From an optimization exercise on the open Yosys and OpenROAD flow, aimed at small area and a short achievable clock period; shortcuts taken in it are not production practice.
At most, simulation tests tie the RTL to the original design; equivalence was not proved.
Only the layout flow was run in run 1; the RTL was not checked for function there.
Power is estimated from default activity; no workload was simulated.

==> flow/design.v (outline; a module is shown in full before it is edited, if it fits) <==
// module eight_pt_fft: 2029 lines
module eight_pt_fft(a0,a1,a2,a3,a4,a5,a6,a7,clk,rst,
                    y0,yr1,yi1,yr2,yi2,yr3,yi3,y4,yr5,yi5,yr6,yi6,yr7,yi7);
  // ...
==> flow/run.sh <==
#!/bin/bash
# synth_recipe.tcl (not shown) runs the flow's synth.tcl, then flattens the netlist and writes it again
# the make line also repeats each setting of config.mk as NAME=value (left out here)
make -C /OpenROAD-flow-scripts/flow DESIGN_CONFIG=/design/flow/config.mk WORK_HOME=/design/flow/orfs CLKGATE_MAP_FILE= SYNTH_SCRIPT=/design/flow/synth_recipe.tcl finish
==> flow/config.mk <==
export PLATFORM = sky130hd
export DESIGN_NAME = eight_pt_fft
export DESIGN_NICKNAME = eight_pt_fft
export VERILOG_FILES = /design/flow/design.v
export SDC_FILE = /design/flow/constraint.sdc
export NUM_CORES = 4
export LEC_CHECK = 0
export CAP_MARGIN = 20
export CORE_MARGIN = 2
export CORE_UTILIZATION = 40
export SETUP_SLACK_MARGIN = 2.0
export SLEW_MARGIN = 20
==> flow/constraint.sdc <==
create_clock -name core_clock -period 4.0 [get_ports {clk}]
set_input_delay 0.8000 -clock core_clock [delete_from_list [all_inputs] [get_ports {clk}]]
set_output_delay 0.8000 -clock core_clock [all_outputs]
set_load 0.01 [all_outputs]
==> reports/metrics.yaml, run 1 <==
run_status:
  status: "timing/DRC/antenna clean"
cells_and_area:
  regArea_sq_mm: 0.01912
  final-instance-count-excl-fill: 4662
  sequential_share_of_cell_area_pct: 39.91
  nMultiInputCombCells: 1346
  final_core_util_pct: 54.39
job:
  max_capacitance_violation_count: 0
setup_path:
  timing.critical_path.required_ns: 4.54
  worstPathMaxFanout: 2
pwr:
  power_per_cell_area_mw_per_mm2: 803.1
  netSwitchingFraction_pct: 33.04
global_route:
  grt_pass1_vias: 22164
  antenna_found_initial: 23
  global_route_wire_length_before_repair_mm: 119.6
  grt_start_max_net_pins: 43
synth:
  largest_family_of_logic_cells_by_synthesized_area: "adder cells"
  post_synth_xor_area_fraction_pct: 4.104
  synth_enable_flop_cells: 0
  synth-async-reset-ratio_pct: 0
place:
  place_worst_setup_slack_ns: 0.1424
  post-dp-hpwl_mm: 58.56
  post-place-cells: 4287
sta:
  worstMarginPinSlew_ns: 0.7827
  hold_viol: 0
  fmax_ghz: 0.3392
clock_tree:
  cts_buffer_depth: 3
  hold_buffers: 0
  cts-resized-gates: 1409
detailed_routing:
  postRouteAntennaNets: 0
  met3_wirelength_mm: 4.350
==> run 2, diff against run 1 <==
--- a/flow/design.v
+++ b/flow/design.v
@@ -1944,64 +1944,115 @@
     wire w_fi7_s1842 = w_fi7_p1781 ^ w_fi7_G1827;
     wire [15:0] w_fi7 = {w_fi7_s1842, w_fi7_s1841, w_fi7_s1840, w_fi7_s1839, w_fi7_s1838, w_fi7_s1837, w_fi7_s1836, w_fi7_s1835, w_fi7_s1834, w_fi7_s1833, w_fi7_s1832, w_fi7_s1831, w_fi7_s1830, w_fi7_s1829, w_fi7_s1828, w_fi7_p1766};
     reg [15:0] fi7;
     always @(posedge clk) fi7 <= w_fi7;
     reg [15:0] f2;
     always @(posedge clk) f2 <= e2;
     reg [15:0] f6;
     always @(posedge clk) f6 <= e6;
-    wire w_ni2_o1843 = f6[0];
-    wire w_ni2_o1844 = w_ni2_o1843 | f6[1];
-    wire w_ni2_o1845 = w_ni2_o1844 | f6[2];
-    wire w_ni2_o1846 = w_ni2_o1845 | f6[3];
-    wire w_ni2_o1847 = w_ni2_o1846 | f6[4];
-    wire w_ni2_o1848 = w_ni2_o1847 | f6[5];
-    wire w_ni2_o1849 = w_ni2_o1848 | f6[6];
-    wire w_ni2_o1850 = w_ni2_o1849 | f6[7];
-    wire w_ni2_o1851 = w_ni2_o1850 | f6[8];
-    wire w_ni2_o1852 = w_ni2_o1851 | f6[9];
-    wire w_ni2_o1853 = w_ni2_o1852 | f6[10];
-    wire w_ni2_o1854 = w_ni2_o1853 | f6[11];
-    wire w_ni2_o1855 = w_ni2_o1854 | f6[12];
-    wire w_ni2_o1856 = w_ni2_o1855 | f6[13];
-    wire w_ni2_o1857 = w_ni2_o1856 | f6[14];
-    wire [15:0] w_ni2 = {f6[15] ^ w_ni2_o1857, f6[14] ^ w_ni2_o1856, f6[13] ^ w_ni2_o1855, f6[12] ^ w_ni2_o1854, f6[11] ^ w_ni2_o1853, f6[10] ^ w_ni2_o1852, f6[9] ^ w_ni2_o1851, f6[8] ^ w_ni2_o1850, f6[7] ^ w_ni2_o1849, f6[6] ^ w_ni2_o1848, f6[5] ^ w_ni2_o1847, f6[4] ^ w_ni2_o1846, f6[3] ^ w_ni2_o1845, f6[2] ^ w_ni2_o1844, f6[1] ^ w_ni2_o1843, f6[0]};
-    wire w_ni5_o1858 = fi3[0];
-    wire w_ni5_o1859 = w_ni5_o1858 | fi3[1];
-    wire w_ni5_o1860 = w_ni5_o1859 | fi3[2];
-    wire w_ni5_o1861 = w_ni5_o1860 | fi3[3];
-    wire w_ni5_o1862 = w_ni5_o1861 | fi3[4];
-    wire w_ni5_o1863 = w_ni5_o1862 | fi3[5];
-    wire w_ni5_o1864 = w_ni5_o1863 | fi3[6];
-    wire w_ni5_o1865 = w_ni5_o1864 | fi3[7];
-    wire w_ni5_o1866 = w_ni5_o1865 | fi3[8];
-    wire w_ni5_o1867 = w_ni5_o1866 | fi3[9];
-    wire w_ni5_o1868 = w_ni5_o1867 | fi3[10];
-    wire w_ni5_o1869 = w_ni5_o1868 | fi3[11];
-    wire w_ni5_o1870 = w_ni5_o1869 | fi3[12];
-    wire w_ni5_o1871 = w_ni5_o1870 | fi3[13];
-    wire w_ni5_o1872 = w_ni5_o1871 | fi3[14];
-    wire [15:0] w_ni5 = {fi3[15] ^ w_ni5_o1872, fi3[14] ^ w_ni5_o1871, fi3[13] ^ w_ni5_o1870, fi3[12] ^ w_ni5_o1869, fi3[11] ^ w_ni5_o1868, fi3[10] ^ w_ni5_o1867, fi3[9] ^ w_ni5_o1866, fi3[8] ^ w_ni5_o1865, fi3[7] ^ w_ni5_o1864, fi3[6] ^ w_ni5_o1863, fi3[5] ^ w_ni5_o1862, fi3[4] ^ w_ni5_o1861, fi3[3] ^ w_ni5_o1860, fi3[2] ^ w_ni5_o1859, fi3[1] ^ w_ni5_o1858, fi3[0]};
-    wire w_ni1_o1873 = fi7[0];
-    wire w_ni1_o1874 = w_ni1_o1873 | fi7[1];
-    wire w_ni1_o1875 = w_ni1_o1874 | fi7[2];
-    wire w_ni1_o1876 = w_ni1_o1875 | fi7[3];
-    wire w_ni1_o1877 = w_ni1_o1876 | fi7[4];
-    wire w_ni1_o1878 = w_ni1_o1877 | fi7[5];
-    wire w_ni1_o1879 = w_ni1_o1878 | fi7[6];
-    wire w_ni1_o1880 = w_ni1_o1879 | fi7[7];
-    wire w_ni1_o1881 = w_ni1_o1880 | fi7[8];
-    wire w_ni1_o1882 = w_ni1_o1881 | fi7[9];
-    wire w_ni1_o1883 = w_ni1_o1882 | fi7[10];
-    wire w_ni1_o1884 = w_ni1_o1883 | fi7[11];
-    wire w_ni1_o1885 = w_ni1_o1884 | fi7[12];
-    wire w_ni1_o1886 = w_ni1_o1885 | fi7[13];
-    wire w_ni1_o1887 = w_ni1_o1886 | fi7[14];
-    wire [15:0] w_ni1 = {fi7[15] ^ w_ni1_o1887, fi7[14] ^ w_ni1_o1886, fi7[13] ^ w_ni1_o1885, fi7[12] ^ w_ni1_o1884, fi7[11] ^ w_ni1_o1883, fi7[10] ^ w_ni1_o1882, fi7[9] ^ w_ni1_o1881, fi7[8] ^ w_ni1_o1880, fi7[7] ^ w_ni1_o1879, fi7[6] ^ w_ni1_o1878, fi7[5] ^ w_ni1_o1877, fi7[4] ^ w_ni1_o1876, fi7[3] ^ w_ni1_o1875, fi7[2] ^ w_ni1_o1874, fi7[1] ^ w_ni1_o1873, fi7[0]};
+    wire w_ni2_o1843 = f6[1] | f6[0];
+    wire w_ni2_o1844 = f6[3] | f6[2];
+    wire w_ni2_o1845 = f6[5] | f6[4];
+    wire w_ni2_o1846 = f6[7] | f6[6];
+    wire w_ni2_o1847 = f6[9] | f6[8];
+    wire w_ni2_o1848 = f6[11] | f6[10];
+    wire w_ni2_o1849 = f6[13] | f6[12];
+    wire w_ni2_o1850 = f6[15] | f6[14];
+    wire w_ni2_o1851 = f6[2] | w_ni2_o1843;
+    wire w_ni2_o1852 = w_ni2_o1844 | w_ni2_o1843;
+    wire w_ni2_o1853 = f6[6] | w_ni2_o1845;
+    wire w_ni2_o1854 = w_ni2_o1846 | w_ni2_o1845;
+    wire w_ni2_o1855 = f6[10] | w_ni2_o1847;
+    wire w_ni2_o1856 = w_ni2_o1848 | w_ni2_o1847;
+    wire w_ni2_o1857 = f6[14] | w_ni2_o1849;
+    wire w_ni2_o1858 = w_ni2_o1850 | w_ni2_o1849;
+    wire w_ni2_o1859 = f6[4] | w_ni2_o1852;
+    wire w_ni2_o1860 = w_ni2_o1845 | w_ni2_o1852;
+    wire w_ni2_o1861 = w_ni2_o1853 | w_ni2_o1852;
+    wire w_ni2_o1862 = w_ni2_o1854 | w_ni2_o1852;
+    wire w_ni2_o1863 = f6[12] | w_ni2_o1856;
+    wire w_ni2_o1864 = w_ni2_o1849 | w_ni2_o1856;
+    wire w_ni2_o1865 = w_ni2_o1857 | w_ni2_o1856;
+    wire w_ni2_o1866 = w_ni2_o1858 | w_ni2_o1856;
+    wire w_ni2_o1867 = f6[8] | w_ni2_o1862;
+    wire w_ni2_o1868 = w_ni2_o1847 | w_ni2_o1862;
+    wire w_ni2_o1869 = w_ni2_o1855 | w_ni2_o1862;
+    wire w_ni2_o1870 = w_ni2_o1856 | w_ni2_o1862;
+    wire w_ni2_o1871 = w_ni2_o1863 | w_ni2_o1862;
+    wire w_ni2_o1872 = w_ni2_o1864 | w_ni2_o1862;
+    wire w_ni2_o1873 = w_ni2_o1865 | w_ni2_o1862;
+    wire w_ni2_o1874 = w_ni2_o1866 | w_ni2_o1862;
+    wire [15:0] w_ni2 = {f6[15] ^ w_ni2_o1873, f6[14] ^ w_ni2_o1872, f6[13] ^ w_ni2_o1871, f6[12] ^ w_ni2_o1870, f6[11] ^ w_ni2_o1869, f6[10] ^ w_ni2_o1868, f6[9] ^ w_ni2_o1867, f6[8] ^ w_ni2_o1862, f6[7] ^ w_ni2_o1861, f6[6] ^ w_ni2_o1860, f6[5] ^ w_ni2_o1859, f6[4] ^ w_ni2_o1852, f6[3] ^ w_ni2_o1851, f6[2] ^ w_ni2_o1843, f6[1] ^ f6[0], f6[0]};
+    wire w_ni5_o1875 = fi3[1] | fi3[0];
+    wire w_ni5_o1876 = fi3[3] | fi3[2];
+    wire w_ni5_o1877 = fi3[5] | fi3[4];
+    wire w_ni5_o1878 = fi3[7] | fi3[6];
+    wire w_ni5_o1879 = fi3[9] | fi3[8];
+    wire w_ni5_o1880 = fi3[11] | fi3[10];
+    wire w_ni5_o1881 = fi3[13] | fi3[12];
+    wire w_ni5_o1882 = fi3[15] | fi3[14];
+    wire w_ni5_o1883 = fi3[2] | w_ni5_o1875;
+    wire w_ni5_o1884 = w_ni5_o1876 | w_ni5_o1875;
+    wire w_ni5_o1885 = fi3[6] | w_ni5_o1877;
+    wire w_ni5_o1886 = w_ni5_o1878 | w_ni5_o1877;
+    wire w_ni5_o1887 = fi3[10] | w_ni5_o1879;
+    wire w_ni5_o1888 = w_ni5_o1880 | w_ni5_o1879;
+    wire w_ni5_o1889 = fi3[14] | w_ni5_o1881;
+    wire w_ni5_o1890 = w_ni5_o1882 | w_ni5_o1881;
+    wire w_ni5_o1891 = fi3[4] | w_ni5_o1884;
+    wire w_ni5_o1892 = w_ni5_o1877 | w_ni5_o1884;
+    wire w_ni5_o1893 = w_ni5_o1885 | w_ni5_o1884;
+    wire w_ni5_o1894 = w_ni5_o1886 | w_ni5_o1884;
+    wire w_ni5_o1895 = fi3[12] | w_ni5_o1888;
+    wire w_ni5_o1896 = w_ni5_o1881 | w_ni5_o1888;
+    wire w_ni5_o1897 = w_ni5_o1889 | w_ni5_o1888;
+    wire w_ni5_o1898 = w_ni5_o1890 | w_ni5_o1888;
+    wire w_ni5_o1899 = fi3[8] | w_ni5_o1894;
+    wire w_ni5_o1900 = w_ni5_o1879 | w_ni5_o1894;
+    wire w_ni5_o1901 = w_ni5_o1887 | w_ni5_o1894;
+    wire w_ni5_o1902 = w_ni5_o1888 | w_ni5_o1894;
+    wire w_ni5_o1903 = w_ni5_o1895 | w_ni5_o1894;
+    wire w_ni5_o1904 = w_ni5_o1896 | w_ni5_o1894;
+    wire w_ni5_o1905 = w_ni5_o1897 | w_ni5_o1894;
+    wire w_ni5_o1906 = w_ni5_o1898 | w_ni5_o1894;
+    wire [15:0] w_ni5 = {fi3[15] ^ w_ni5_o1905, fi3[14] ^ w_ni5_o1904, fi3[13] ^ w_ni5_o1903, fi3[12] ^ w_ni5_o1902, fi3[11] ^ w_ni5_o1901, fi3[10] ^ w_ni5_o1900, fi3[9] ^ w_ni5_o1899, fi3[8] ^ w_ni5_o1894, fi3[7] ^ w_ni5_o1893, fi3[6] ^ w_ni5_o1892, fi3[5] ^ w_ni5_o1891, fi3[4] ^ w_ni5_o1884, fi3[3] ^ w_ni5_o1883, fi3[2] ^ w_ni5_o1875, fi3[1] ^ fi3[0], fi3[0]};
+    wire w_ni1_o1907 = fi7[1] | fi7[0];
+    wire w_ni1_o1908 = fi7[3] | fi7[2];
+    wire w_ni1_o1909 = fi7[5] | fi7[4];
+    wire w_ni1_o1910 = fi7[7] | fi7[6];
+    wire w_ni1_o1911 = fi7[9] | fi7[8];
+    wire w_ni1_o1912 = fi7[11] | fi7[10];
+    wire w_ni1_o1913 = fi7[13] | fi7[12];
+    wire w_ni1_o1914 = fi7[15] | fi7[14];
+    wire w_ni1_o1915 = fi7[2] | w_ni1_o1907;
+    wire w_ni1_o1916 = w_ni1_o1908 | w_ni1_o1907;
+    wire w_ni1_o1917 = fi7[6] | w_ni1_o1909;
+    wire w_ni1_o1918 = w_ni1_o1910 | w_ni1_o1909;
+    wire w_ni1_o1919 = fi7[10] | w_ni1_o1911;
+    wire w_ni1_o1920 = w_ni1_o1912 | w_ni1_o1911;
+    wire w_ni1_o1921 = fi7[14] | w_ni1_o1913;
+    wire w_ni1_o1922 = w_ni1_o1914 | w_ni1_o1913;
+    wire w_ni1_o1923 = fi7[4] | w_ni1_o1916;
+    wire w_ni1_o1924 = w_ni1_o1909 | w_ni1_o1916;
+    wire w_ni1_o1925 = w_ni1_o1917 | w_ni1_o1916;
+    wire w_ni1_o1926 = w_ni1_o1918 | w_ni1_o1916;
+    wire w_ni1_o1927 = fi7[12] | w_ni1_o1920;
+    wire w_ni1_o1928 = w_ni1_o1913 | w_ni1_o1920;
+    wire w_ni1_o1929 = w_ni1_o1921 | w_ni1_o1920;
+    wire w_ni1_o1930 = w_ni1_o1922 | w_ni1_o1920;
+    wire w_ni1_o1931 = fi7[8] | w_ni1_o1926;
+    wire w_ni1_o1932 = w_ni1_o1911 | w_ni1_o1926;
+    wire w_ni1_o1933 = w_ni1_o1919 | w_ni1_o1926;
+    wire w_ni1_o1934 = w_ni1_o1920 | w_ni1_o1926;
+    wire w_ni1_o1935 = w_ni1_o1927 | w_ni1_o1926;
+    wire w_ni1_o1936 = w_ni1_o1928 | w_ni1_o1926;
+    wire w_ni1_o1937 = w_ni1_o1929 | w_ni1_o1926;
+    wire w_ni1_o1938 = w_ni1_o1930 | w_ni1_o1926;
+    wire [15:0] w_ni1 = {fi7[15] ^ w_ni1_o1937, fi7[14] ^ w_ni1_o1936, fi7[13] ^ w_ni1_o1935, fi7[12] ^ w_ni1_o1934, fi7[11] ^ w_ni1_o1933, fi7[10] ^ w_ni1_o1932, fi7[9] ^ w_ni1_o1931, fi7[8] ^ w_ni1_o1926, fi7[7] ^ w_ni1_o1925, fi7[6] ^ w_ni1_o1924, fi7[5] ^ w_ni1_o1923, fi7[4] ^ w_ni1_o1916, fi7[3] ^ w_ni1_o1915, fi7[2] ^ w_ni1_o1907, fi7[1] ^ fi7[0], fi7[0]};
     reg [15:0] o0;
     always @(posedge clk) o0 <= f0 & {16{ok}};
     reg [15:0] o4;
     always @(posedge clk) o4 <= f4 & {16{ok}};
     reg [15:0] or1;
     always @(posedge clk) or1 <= fr1 & {16{ok}};
     reg [15:0] or5;
     always @(posedge clk) or5 <= fr5 & {16{ok}};
==> reports/metrics.yaml, run 2 <==
synth:
  seq_total_area_yosys_pct: 53.53
  synth_enable_flop_cells: 0  # unchanged
  synth_seq_cells: 948
  post_synth_inst_count: 2891
  syn-mean-instance-area_sq_um: 12.26
  synth_fp_nets: 3559
  synth_flop_cell: "dfxtp_1"
  netlist-cell-type-count: 61
  yosysTopAreaCellShare_pct: 53.53
  synthTopCellsByCount: "948 x dfxtp_1, 455 x inv_1, 306 x ha_1"
  synth.cell_area_sq_mm: 0.03545
  synthTopCellsByArea: "dfxtp_1 54%, fa_1 13%, ha_1 11%"
  synth-async-reset-ratio_pct: 0  # unchanged
  synth-warning-count: 1
  netlist.top_cell.by_area: "dfxtp_1"
  synthMostInstantiatedCell: "dfxtp_1"
cells_and_area:
  fillers: 7469
  top_library_cells_by_usage_in_the_layout_fill_and_taps_aside: "847 x dfxtp_1, 393 x inv_1, 217 x ha_1"
  layout-drive-gt1-share_pct: 35.07
  final_core_util_pct: 53.51  # -0.88 points
  mostFrequentLayoutCell: "dfxtp_1"
  finalNetCount: 4087
  layout-area-overhead-vs-synth_pct: 32.99
global_route:
  grt_start_max_net_pins: 68  # +58%
  antenna_found_initial: 21  # -8.7%
  grt_pass1_vias: 21770  # -1.8%
  global_route_wire_length_before_repair_mm: 118.2  # -1.2%
  overflow: 0
  grtUsageTotal_pct: 16.71
setup_path:
  crit_type: "reg2reg"
  crit_slowest_cell: "ha_2"
  cp_slowest_stage_delay_ns: 0.48
  cpLargestDelayFamily: "compound AO/OA/AOI/OAI gates"
  critical_path.startpoint_type: "flop"
  worstSetupEndpointType: "flop"
  reg2reg_slack_ns: 1.41
  critical_path.most_common_cell: "inv_1"
  worstRegToRegCells: 9
  regToRegEndpoint: "v[15]"
  timing.critical_path.required_ns: 4.49  # -0.05 ns
  cp_cell_sequence: "inv_1 -> ha_2 -> inv_1 -> a211o_1 -> a21oi_1 -> o21bai_1 -> a221o_1 -> fa_2 -> xnor2_1"
  worst-endpoint-arrival_ns: 3.08
  worstPathMaxFanout: 9  # +7
  worstReg2RegStart: "s7[9]"
  critical_path_buf_inv_count: 2
sta:
  final_period_minus_worst_setup_slack_ns: 2.592
  setup_tns_ns: 0
  rsz0062_at_grt: "true"
  final.hold.worst_slack_ns: 0.3148
  final.setup_skew_ns: 0.02009
  report.final.setup_viol: 0
  slew_headroom_pct: 52.53
  final-max-slew-violation-count: 0
  hold_viol: 0  # unchanged
  fmax_ghz: 0.3858  # +14%
  min_period_over_period_pct: 64.80
  worstMarginPinSlew_ns: 0.7070  # -0.07565 ns
  slack_of_the_critical_path_ns: 1.408
floorplan:
  coreArea_sq_mm: 0.08810
  number_of_ports_placed_on_the_die_boundary: 354
  die_height_um: 301.7
  start_util_pct: 40.24
  core.rowCount: 109
  die_width_um: 301.7
  dieArea_sq_mm: 0.09103
pwr:
  total_power_w: 0.03825
  total_leakage_power_nw: 21.31
  ir_drop_mv: 0.3845
  power_per_cell_area_mw_per_mm2: 811.3  # +1.0%
run_status:
  status: "timing/DRC/antenna clean"
detailed_routing:
  detailedRoute.firstPassIterationCount: 5
  postRouteAntennaNets: 0  # unchanged
  wl_mm: 77.09
  dr_total_vias: 20409
  remaining_drc_errors: 0
  initialDrtViolationCount: 726
  avgRoutedWirePerCell_um: 16.52
  via_per_inst: 4.374
clock_tree:
  clock_sinks: 948
  cts-htree-levels: 3
  hold_buffers: 0  # unchanged
  worstSkewPairLatency_ns: 0.63
  cts_buffer_depth: 3  # unchanged
  worst_setup_hold_path_clk_slew_ns: 0.06
  cts_inserted_buffers: 93
  ctsRootBufferMaster: "clkbuf_16"
  cts_tree: "built"
place:
  place_worst_setup_slack_ns: 0.09735  # -0.04504 ns
  routabilityCongestion: 0.8201
  post-dp-hpwl_mm: 58.80  # +0.40%
  io_buffers: 353
worst_hold_path:
  whs_path_depth: 0
  min-delay-start: "d3[12]"
  hold-path-endpoint: "e3[12]"
  worst_hold_path_type: "reg2reg"
job:
  max_capacitance_violation_count: 0  # unchanged
-- run 2: cell count changes in the layout (fill, tap and decap cells not counted), sizes merged, moves of 10 or more --
cell,before,now
dlymetal6s2s,8,21
xnor2,91,108
clkdlybuf4s15,38,25
clkbuf,140,130
buf,418,404
nand2,31,41
ha,336,306
-- run 2: cell type report --
cell class                 count  area (sq um)  share of cell area, %
tap                         1165          1458                  3.092
antenna                        2         5.005                0.01062
clock buffer                 114          2609                  5.533
multi-input combinational   1384         17190                  36.46
sequential                   948         19170                  40.65
timing repair buffer         536          4197                  8.901
clock inverter                61         753.2                  1.598
inverter                     456          1769                  3.753
-- run 2: how the worst max path moves through the flow --
stage               slack (ns)  depth (start not counted)  start  endpoint
floorplan                 1.14                          9  a2[0]    s2[15]
global placement          0.17                         11  a2[0]    s2[15]
detailed placement         0.1                         11  a2[0]    s2[15]
CTS                       1.36                         12  a6[0]    s2[15]
global route              1.31                         11  s5[0]     v[15]
finish                    1.41                          9  s7[9]     v[15]
-- run 2: what timing repair did --
item / 4_1_cts / 5_1_grt
endpoints found under the setup margin: 494 / 308
resized for setup: 1373 / 240
setup buffers: 93 / 84
pin swaps: 188 / 162
gates cloned: 0 / 2
-- run 2: layer usage --
layer,GRT usage (%),vias up,routed length [um]
li1,-,10060,-
met1,21.18,9819,33720
met2,28.37,349,37270
met3,3.263,159,3555
met4,5.988,22,2409
met5,0,-,127
-- run 2: through the flow --
step           area, sq um  instances
2_1_floorplan        36650       2891
3_3_place_gp         41050       4310
3_5_place_dp         41050       4310
4_1_cts              45830       4578
5_1_grt              47140       4664
6_report             47150       4666
-- run 2: power by group --
group | internal (W) | total, W | switching (W)
clock network | 0.00559 | 0.00930 | 0.00371
logic | 0.00672 | 0.0136 | 0.00686
registers | 0.0132 | 0.0154 | 0.00214
total | 0.0255 | 0.0382 | 0.0127
-- run 2: kinds of logic after synthesis --
logic type	synth area share [%]
flip-flops	53.53
buffers and inverters	6.610
adder cells (fa/ha/maj)	23.90
AND/OR/NAND/NOR	5.562
AO/OA/AOI/OAI	5.873
XOR/XNOR	4.521
-- run 2: worst reg2reg max path, stage by stage, from the launching register on --
cell and delay, ns:
dfxtp_1 0.33, inv_1 0.05, ha_2 0.48, inv_1 0.11, a211o_1 0.28, a21oi_1 0.26, o21bai_1 0.09, a221o_1 0.37
fa_2 0.34, xnor2_1 0.14
==> run 3, diff against run 2 <==
==> flow/flow/run.sh (new file) <==
#!/bin/bash
# Standard layout, except that synthesis maps adders to plain gates instead of
# the platform's full/half-adder cells (ADDER_MAP_FILE left empty). Registers,
# their names and cell types are the same as the standard synthesis.
set -euo pipefail
bash standard.sh ADDER_MAP_FILE= finish > run_make.log 2>&1
==> flow/standard.sh (new file) <==
#!/bin/bash
# synth_recipe.tcl (not shown) runs the flow's synth.tcl, then flattens the netlist and writes it again
# the make line also repeats each setting of config.mk as NAME=value (left out here)
make -C /OpenROAD-flow-scripts/flow DESIGN_CONFIG=/design/flow/config.mk WORK_HOME=/design/flow/orfs CLKGATE_MAP_FILE= SYNTH_SCRIPT=/design/flow/synth_recipe.tcl "${@:-finish}"
removed: flow/run.sh
==> reports/metrics.yaml, run 3 <==
synth:
  synth_adder_area_share_pct: 3.992  # -20 points
  synth_flop_cell: "dfxtp_1"
  seq_total_area_yosys_pct: 54.06  # +0.53 points
  synth-warning-count: 1  # unchanged
  largest_family_of_logic_cells_by_synthesized_area: "XOR/XNOR gates"
  netlist.top_cell.by_area: "dfxtp_1"
  synthTopCellsByArea: "dfxtp_1 54%, xnor2_1 10%, xor2_1 4.6%"
  netlist-cell-type-count: 77  # +26%
  simple_gate_portion_of_the_synthesized_area_pct: 13.07  # +7.5 points
  post_synth_inst_count: 3384  # +17%
  yosysTopAreaCellShare_pct: 54.06  # +0.53 points
  synth_fp_nets: 3514  # -1.3%
  synth_enable_flop_cells: 0  # unchanged
  synth.cell_area_sq_mm: 0.03511  # -0.97%
  synthMostInstantiatedCell: "dfxtp_1"
  post_synth_xor_area_fraction_pct: 14.67  # +10 points
  synth-async-reset-ratio_pct: 0  # unchanged
  synth_seq_cells: 948  # unchanged
  synth_compound_area_share_pct: 10.71  # +4.8 points
  synthTopCellsByCount: "948 x dfxtp_1, 402 x xnor2_1, 229 x nor2_1"
  post_synth_mux_area_share_pct: 0  # unchanged
  syn-mean-instance-area_sq_um: 10.37  # -15%
detailed_routing:
  remaining_drc_errors: 0  # unchanged
  wl_mm: 84.10  # +9.1%
  postRouteAntennaNets: 0  # unchanged
  avgRoutedWirePerCell_um: 15.78  # -4.5%
  via_per_inst: 4.676  # +6.9%
  dr_total_vias: 24915  # +22%
  initialDrtViolationCount: 1112  # +53%
  detailedRoute.firstPassIterationCount: 5  # unchanged
floorplan:
  number_of_ports_placed_on_the_die_boundary: 354  # unchanged
  dieArea_sq_mm: 0.09015  # -0.96%
  die_height_um: 300.3  # -0.48%
  core.rowCount: 108  # -0.92%
  die_width_um: 300.3  # -0.48%
  start_util_pct: 40.40  # +0.16 points
  coreArea_sq_mm: 0.08689  # -1.4%
sta:
  report.final.setup_viol: 0  # unchanged
  rsz0062_at_grt: "true"
  slew_headroom_pct: 41.42  # -11 points
  min_period_over_period_pct: 78.62  # +14 points
  final.setup_skew_ns: 0.02261  # +0.002525 ns
  worstMarginPinSlew_ns: 0.8695  # +0.1625 ns
  final.hold.worst_slack_ns: 0.3044  # -0.01036 ns
  hold_viol: 0  # unchanged
  fmax_ghz: 0.3180  # -18%
  final_period_minus_worst_setup_slack_ns: 3.145  # +0.5529 ns
  final-max-slew-violation-count: 0  # unchanged
cells_and_area:
  finalNetCount: 4218  # +3.2%
  final_core_util_pct: 56.21  # +2.7 points
  mostFrequentLayoutCell: "dfxtp_1"
  layout-drive-gt1-share_pct: 35.27  # +0.20 points
  top_library_cells_by_usage_in_the_layout_fill_and_taps_aside: "862 x dfxtp_1, 340 x xnor2_1, 246 x buf_4"
  fillers: 7443  # -0.35%
  layout-area-overhead-vs-synth_pct: 39.12
pwr:
  seq_power_share_pct: 38.3  # -1.9 points
  p_sw_w: 0.01396  # +9.8%
  total_leakage_power_nw: 20.52  # -3.7%
  power_per_cell_area_mw_per_mm2: 850.5  # +4.8%
  comb_power_share_pct: 39.6  # +4.1 points
  share_clk_of_total_power_pct: 22.1  # -2.2 points
  cellInternalPower_w: 0.02758  # +8.0%
  ir_drop_mv: 0.4467  # +16%
  netSwitchingFraction_pct: 33.61  # +0.38 points
  total_power_w: 0.04154  # +8.6%
setup_path:
  cpLargestDelayFamily: "compound AO/OA/AOI/OAI gates"
  crit_type: "reg2reg"
  worstPathMaxFanout: 3  # -6
  cp_slowest_stage_delay_ns: 0.43  # -0.05 ns
  critical_path.startpoint_type: "flop"
  timing.critical_path.required_ns: 4.53  # +0.04 ns
  worstRegToRegCells: 11  # +2
  worstSetupEndpointType: "flop"
  regToRegEndpoint: "fr5[15]"
  critical_path.most_common_cell: "maj3_2"
  critical_path_buf_inv_count: 0  # -2
  worstReg2RegStart: "ep[0]"
  worst-endpoint-arrival_ns: 3.67  # +0.59 ns
  cp_cell_sequence: "a22oi_2 -> o31ai_2 -> maj3_2 -> a22o_4 -> a2111oi_4 -> o21ai_2 -> a221oi_4 -> o41ai_4 -> maj3_2 -> maj3_2 -> xnor2_1"
  reg2reg_slack_ns: 0.86  # -0.55 ns
  crit_slowest_cell: "a2111oi_4"
place:
  post-dp-hpwl_mm: 59.84  # +1.8%
  io_buffers: 353  # unchanged
  routabilityCongestion: 0.8141  # -0.73%
clock_tree:
  cts_buffer_depth: 3  # unchanged
  ctsRootBufferMaster: "clkbuf_16"
  clock_sinks: 948  # unchanged
  cts_inserted_buffers: 95  # +2.2%
  hold_buffers: 0  # unchanged
  worstSkewPairLatency_ns: 0.64  # about the same
  worst_setup_hold_path_clk_slew_ns: 0.06  # about the same
  cts-htree-levels: 3  # unchanged
  cts_tree: "built"
global_route:
  grtUsageTotal_pct: 18.04  # +1.3 points
  grt_start_max_net_pins: 130  # +91%
  overflow: 0  # unchanged
  antenna_found_initial: 20  # -4.8%
  grt_pass1_vias: 24179  # +11%
  global_route_wire_length_before_repair_mm: 129.8  # +9.8%
job:
  max_capacitance_violation_count: 0  # unchanged
worst_hold_path:
  min-delay-start: "d3[6]"
  hold-path-endpoint: "e3[6]"
  worst_hold_path_type: "reg2reg"
  whs_path_depth: 0  # unchanged
run_status:
  status: "timing/DRC/antenna clean"
[run 3: cell count changes in the layout (fill, tap and decap cells not counted), sizes merged, moves of 111 or more]
cell   delta
inv     -331
xnor2   +294
buf     +246
xor2    +111
fa      -232
nor2    +135
ha      -306
nand2   +156
maj3    +137
[run 3: layout make-up]
cell class / count / area (sq um) / area share (%)
antenna: 5 / 12.51 / 0.02562
clock buffer: 130 / 2690 / 5.508
clock inverter: 47 / 620.6 / 1.271
inverter: 121 / 464.2 / 0.9505
multi-input combinational: 2167 / 18280 / 37.43
sequential: 948 / 19140 / 39.18
tap: 1155 / 1445 / 2.959
timing repair buffer: 755 / 6191 / 12.68
[run 3: through the flow]
stage	TNS [ns]	cell area, sq um	worst slack [ns]	std cells
6_report	0	48840	0.8552	5328
4_1_cts	0	46960	0.8511	5228
5_1_grt	0	48830	0.6721	5326
3_5_place_dp	-1.100	40790	-0.3100	4828
3_3_place_gp	-0.8805	40790	-0.2920	4828
2_1_floorplan	0	36020	0.6240	3384
[run 3: worst max-delay path by stage]
stage | start | to | slack (ns) | cells past startpoint
finish | ep[0] | fr5[15] | 0.86 | 11
global route | e3[1] | fi7[15] | 0.67 | 13
CTS | pc[1] | p[14] | 0.85 | 11
detailed placement | a6[5] | s3[15] | -0.31 | 16
global placement | a6[5] | s3[15] | -0.29 | 16
floorplan | a0[0] | s0[15] | 0.62 | 11
[run 3: cells by family after synthesis]
kind of cell,after synthesis
flip-flops,948
AND/OR/NAND/NOR,914
XOR/XNOR,588
AO/OA/AOI/OAI,528
buffers and inverters,269
adder cells (fa/ha/maj),137
[run 3: worst register-to-register path, stage by stage (launching register included)]
cell	delay [ns]
dfxtp_2	0.33
a22oi_2	0.20
o31ai_2	0.09
maj3_2	0.36
a22o_4	0.25
a2111oi_4	0.43
o21ai_2	0.15
a221oi_4	0.34
o41ai_4	0.13
maj3_2	0.32
maj3_2	0.30
xnor2_1	0.12
[run 3: power groups by stage]
stage	Combinational, W	Sequential (W)	Clock [W]
CTS	0.0150	0.0159	0.00942
global placement	0.0124	0.0160	0
global route	0.0180	0.0164	0.00981
floorplan	0.0108	0.0146	0
finish	0.0165	0.0159	0.00917
detailed placement	0.0125	0.0161	0
[run 3: what timing repair did]
action,4_1_cts,5_1_grt
resized for setup,1531,303
setup endpoints to repair,444,263
setup buffers,223,95
pin swaps,261,204
[run 3: routing by layer]
metal,GRT usage [%],up-vias,part of all wire (%)
met5,0,-,0.031
met4,4.500,4,1.6
met3,3.317,112,4.9
met2,30.55,445,48
met1,23.69,11639,45
li1,-,12715,-
==> run 4, diff against run 3 <==
--- a/flow/config.mk
+++ b/flow/config.mk
@@ -6,4 +6,5 @@
 export NUM_CORES = 4
 export LEC_CHECK = 0
+export ABC_AREA = 1
 export CAP_MARGIN = 20
 export CORE_MARGIN = 2
==> reports/metrics.yaml, run 4 <==
global_route:
  overflow: 0  # unchanged
  gr_met2_demand_resource_pct: 27.59  # -3.0 points
  grt_pass1_vias: 23713  # -1.9%
  grt.busiest_layer: "met2"
  grtUsageMet1_pct: 21.38  # -2.3 points
  grt_start_max_net_pins: 71  # -45%
  global_route_wire_length_before_repair_mm: 117.5  # -9.5%
  met3_resource_use_gr_pct: 2.711  # -0.61 points
  grtUsageTotal_pct: 16.33  # -1.7 points
  antenna_found_initial: 5  # -75%
clock_tree:
  worstSkewPairLatency_ns: 0.64  # about the same
  cts_buffer_depth: 3  # unchanged
  cts_inserted_buffers: 95  # unchanged
  ctsRootBufferMaster: "clkbuf_16"
  cts-htree-levels: 3  # unchanged
  hold_buffers: 0  # unchanged
  worst_setup_hold_path_clk_slew_ns: 0.06  # about the same
  clock_sinks: 948  # unchanged
  cts_tree: "built"
sta:
  worstMarginPinSlew_ns: 0.6851  # -0.1844 ns
  final.setup_skew_ns: 0.02609  # +0.003479 ns
  report.final.setup_viol: 0  # unchanged
  min_period_over_period_pct: 49.80  # -29 points
  rsz0062_at_grt: "true"
  fmax_ghz: 0.5020  # +58%
  final-max-slew-violation-count: 0  # unchanged
  slew_headroom_pct: 54.33  # +13 points
  final_period_minus_worst_setup_slack_ns: 1.992  # -1.153 ns
  setup_tns_ns: 0  # unchanged
  hold_viol: 0  # unchanged
detailed_routing:
  initialDrtViolationCount: 1116  # +0.36%
  wl_mm: 74.89  # -11%
  avgRoutedWirePerCell_um: 12.70  # -20%
  via_per_inst: 4.268  # -8.7%
  postRouteAntennaNets: 0  # unchanged
  remaining_drc_errors: 0  # unchanged
  detailedRoute.firstPassIterationCount: 5  # unchanged
  dr_total_vias: 25166  # +1.0%
synth:
  largest_family_of_logic_cells_by_synthesized_area: "simple AND/OR/NAND/NOR gates"
  synth-warning-count: 1  # unchanged
  seq_total_area_yosys_pct: 54.50  # +0.44 points
  synthTopCellsByCount: "1227 x nand2_1, 948 x dfxtp_1, 589 x inv_1"
  synth_flop_cell: "dfxtp_1"
  synth-async-reset-ratio_pct: 0  # unchanged
  netlist-cell-type-count: 42  # -45%
  synthMostInstantiatedCell: "nand2_1"
  synth_seq_cells: 948  # unchanged
  synth.cell_area_sq_mm: 0.03482  # -0.82%
  yosysTopAreaCellShare_pct: 54.50  # +0.44 points
  simple_gate_portion_of_the_synthesized_area_pct: 22.79  # +9.7 points
  synth_adder_area_share_pct: 0  # -4.0 points
  synth_compound_area_share_pct: 4.794  # -5.9 points
  synth_enable_flop_cells: 0  # unchanged
  synthTopCellsByArea: "dfxtp_1 55%, nand2_1 13%, xor2_1 8.9%"
  post_synth_xor_area_fraction_pct: 9.911  # -4.8 points
  syn-mean-instance-area_sq_um: 8.204  # -21%
  synth_fp_nets: 4374  # +24%
  post_synth_inst_count: 4244  # +25%
  post_synth_mux_area_share_pct: 0  # unchanged
  netlist.top_cell.by_area: "dfxtp_1"
cells_and_area:
  layout-area-overhead-vs-synth_pct: 22.30
  fillers: 8332  # +12%
  finalNetCount: 4794  # +14%
  layout-drive-gt1-share_pct: 17.32  # -18 points
  mostFrequentLayoutCell: "nand2_1"
  top_library_cells_by_usage_in_the_layout_fill_and_taps_aside: "1147 x nand2_1, 891 x dfxtp_1, 573 x inv_1"
  final_core_util_pct: 49.24  # -7.0 points
floorplan:
  start_util_pct: 40.26  # -0.14 points
  dieArea_sq_mm: 0.08942  # -0.80%
  die_width_um: 299.0  # -0.40%
  coreArea_sq_mm: 0.08648  # -0.47%
  die_height_um: 299.0  # -0.40%
  core.rowCount: 108  # unchanged
  number_of_ports_placed_on_the_die_boundary: 354  # unchanged
job:
  max_capacitance_violation_count: 0  # unchanged
setup_path:
  worstSetupEndpointType: "flop"
  critical_path.startpoint_type: "input pin"
  worst-endpoint-arrival_ns: 2.52  # -1.15 ns
  worstPathMaxFanout: 5  # +2
  crit_type: "in2reg"
  timing.critical_path.required_ns: 4.53  # about the same
pwr:
  power_per_cell_area_mw_per_mm2: 811.6  # -4.6%
  ir_drop_mv: 0.4100  # -8.2%
  total_leakage_power_nw: 22.62  # +10%
worst_hold_path:
  worst_hold_path_type: "reg2reg"
run_status:
  status: "timing/DRC/antenna clean"
place:
  routabilityCongestion: 0.8631  # +6.0%
  post-dp-hpwl_mm: 57.01  # -4.7%
  io_buffers: 353  # unchanged
run 4: cell count changes after synthesis, moves of 88 or more:
cell,change
and2_1,-145
inv_1,+468
maj3_1,-113
nand2_1,+1030
nand2_2,+96
nor2_1,+158
nor2b_1,-88
xnor2_1,-362
xor2_1,+168
run 4: worst paths after layout:
kind	startpoint	end	slack [ns]	depth (start not counted)
max	a4[4]	s0[15]	2.01	15
min	t0[1]	c0[1]	0.31	0
max reg2reg	f6[0]	oi2[13]	2.13	11
min reg2reg	t0[1]	c0[1]	0.31	0
run 4: kinds of logic after synthesis:
group | after synthesis
AND/OR/NAND/NOR | 1922
AO/OA/AOI/OAI | 297
XOR/XNOR | 394
buffers and inverters | 683
flip-flops | 948
run 4: what timing repair did:
action | 4_1_cts | 5_1_grt
setup buffers | 10 | 37
setup endpoints to repair | 259 | 165
pin swaps | 11 | 46
resized for setup | 960 | 247
hold endpoints to repair | 0 | 0
run 4: metal layers:
metal,share of wire (%),vias to the layer above
met5,0,-
met4,2.6,0
met3,4.0,121
met2,46,424
met1,47,11021
li1,-,13600
run 4: stage by stage:
step | power [W] | instances | setup slack [ns] | hold WS, ns | instance area, sq um
2_1_floorplan | 0.02281 | 4244 | 2.007 | 0.3096 | 34820
3_3_place_gp | 0.02542 | 5675 | 1.073 | 0.3098 | 39330
3_5_place_dp | 0.02556 | 5675 | 1.067 | 0.3121 | 39330
4_1_cts | 0.03483 | 5857 | 1.923 | 0.3099 | 42040
5_1_grt | 0.03739 | 5895 | 1.878 | 0.3187 | 42580
6_report | 0.03456 | 5896 | 2.008 | 0.3099 | 42590
run 4: report_power, final:
| part | total, W | internal [W] | switching [W] |
|---|---|---|---|
| Sequential | 0.0146 | 0.0129 | 0.00168 |
| Clock | 0.00908 | 0.00547 | 0.00360 |
| Combinational | 0.0109 | 0.00404 | 0.00685 |
| Total | 0.0346 | 0.0224 | 0.0121 |
run 4: final cells by class:
cell class,count,area (sq um),share of cell area (%)
Antenna cell,2,5.005,0.01175
Clock buffer,134,2764,6.490
Clock inverter,38,515.5,1.210
Inverter,601,2262,5.312
Multi-Input combinational cell,2613,13590,31.90
Sequential cell,948,19060,44.75
Tap cell,1155,1445,3.393
Timing Repair Buffer,405,2952,6.931
run 4: worst max-delay path, cell delays in order:
cell,delay [ns]
clkdlybuf4s50_1,0.45
inv_1,0.09
nand2_1,0.10
nand2_2,0.15
nand2_1,0.09
nor3_2,0.11
nand2_1,0.11
nand2_4,0.11
nand2_1,0.07
nand2_2,0.09
nand2_1,0.05
nand2_1,0.08
nand2_1,0.07
nand3_1,0.08
nand2_1,0.05

[port drivers added, routing unchanged]
Ports are ideal in the flow. The routed layouts listed here were re-timed in OpenROAD. Step 1: set_driving_cell puts a clkbuf_16 on clk and a buf_2 on each other input, an assumption about the parent block. Step 2 also shifts input and output timing later by t, the mid clock arrival at the registers, as if the neighbouring blocks saw the same clock. Slacks: no drivers / after step 1 / after step 2; pairs: no drivers / after step 1.
run | shift t [ns] | slack for setup (ns) | latest minus earliest clock arrival (ns)
run 1 | 0.681 | 1.052 / 1.052 / 0.527 | 0.032 / 0.033
run 2 | 0.690 | 1.408 / 1.408 / 0.791 | 0.024 / 0.025
run 3 | 0.691 | 0.855 / 0.855 / 0.172 | 0.028 / 0.028
run 4 | 0.692 | 2.008 / 1.983 / 1.334 | 0.027 / 0.028
After both steps setup and hold are still met in every run listed. The setup slack of run 3, which loses most, moves by 0.000 ns with the drivers and by -0.683 ns with both steps.
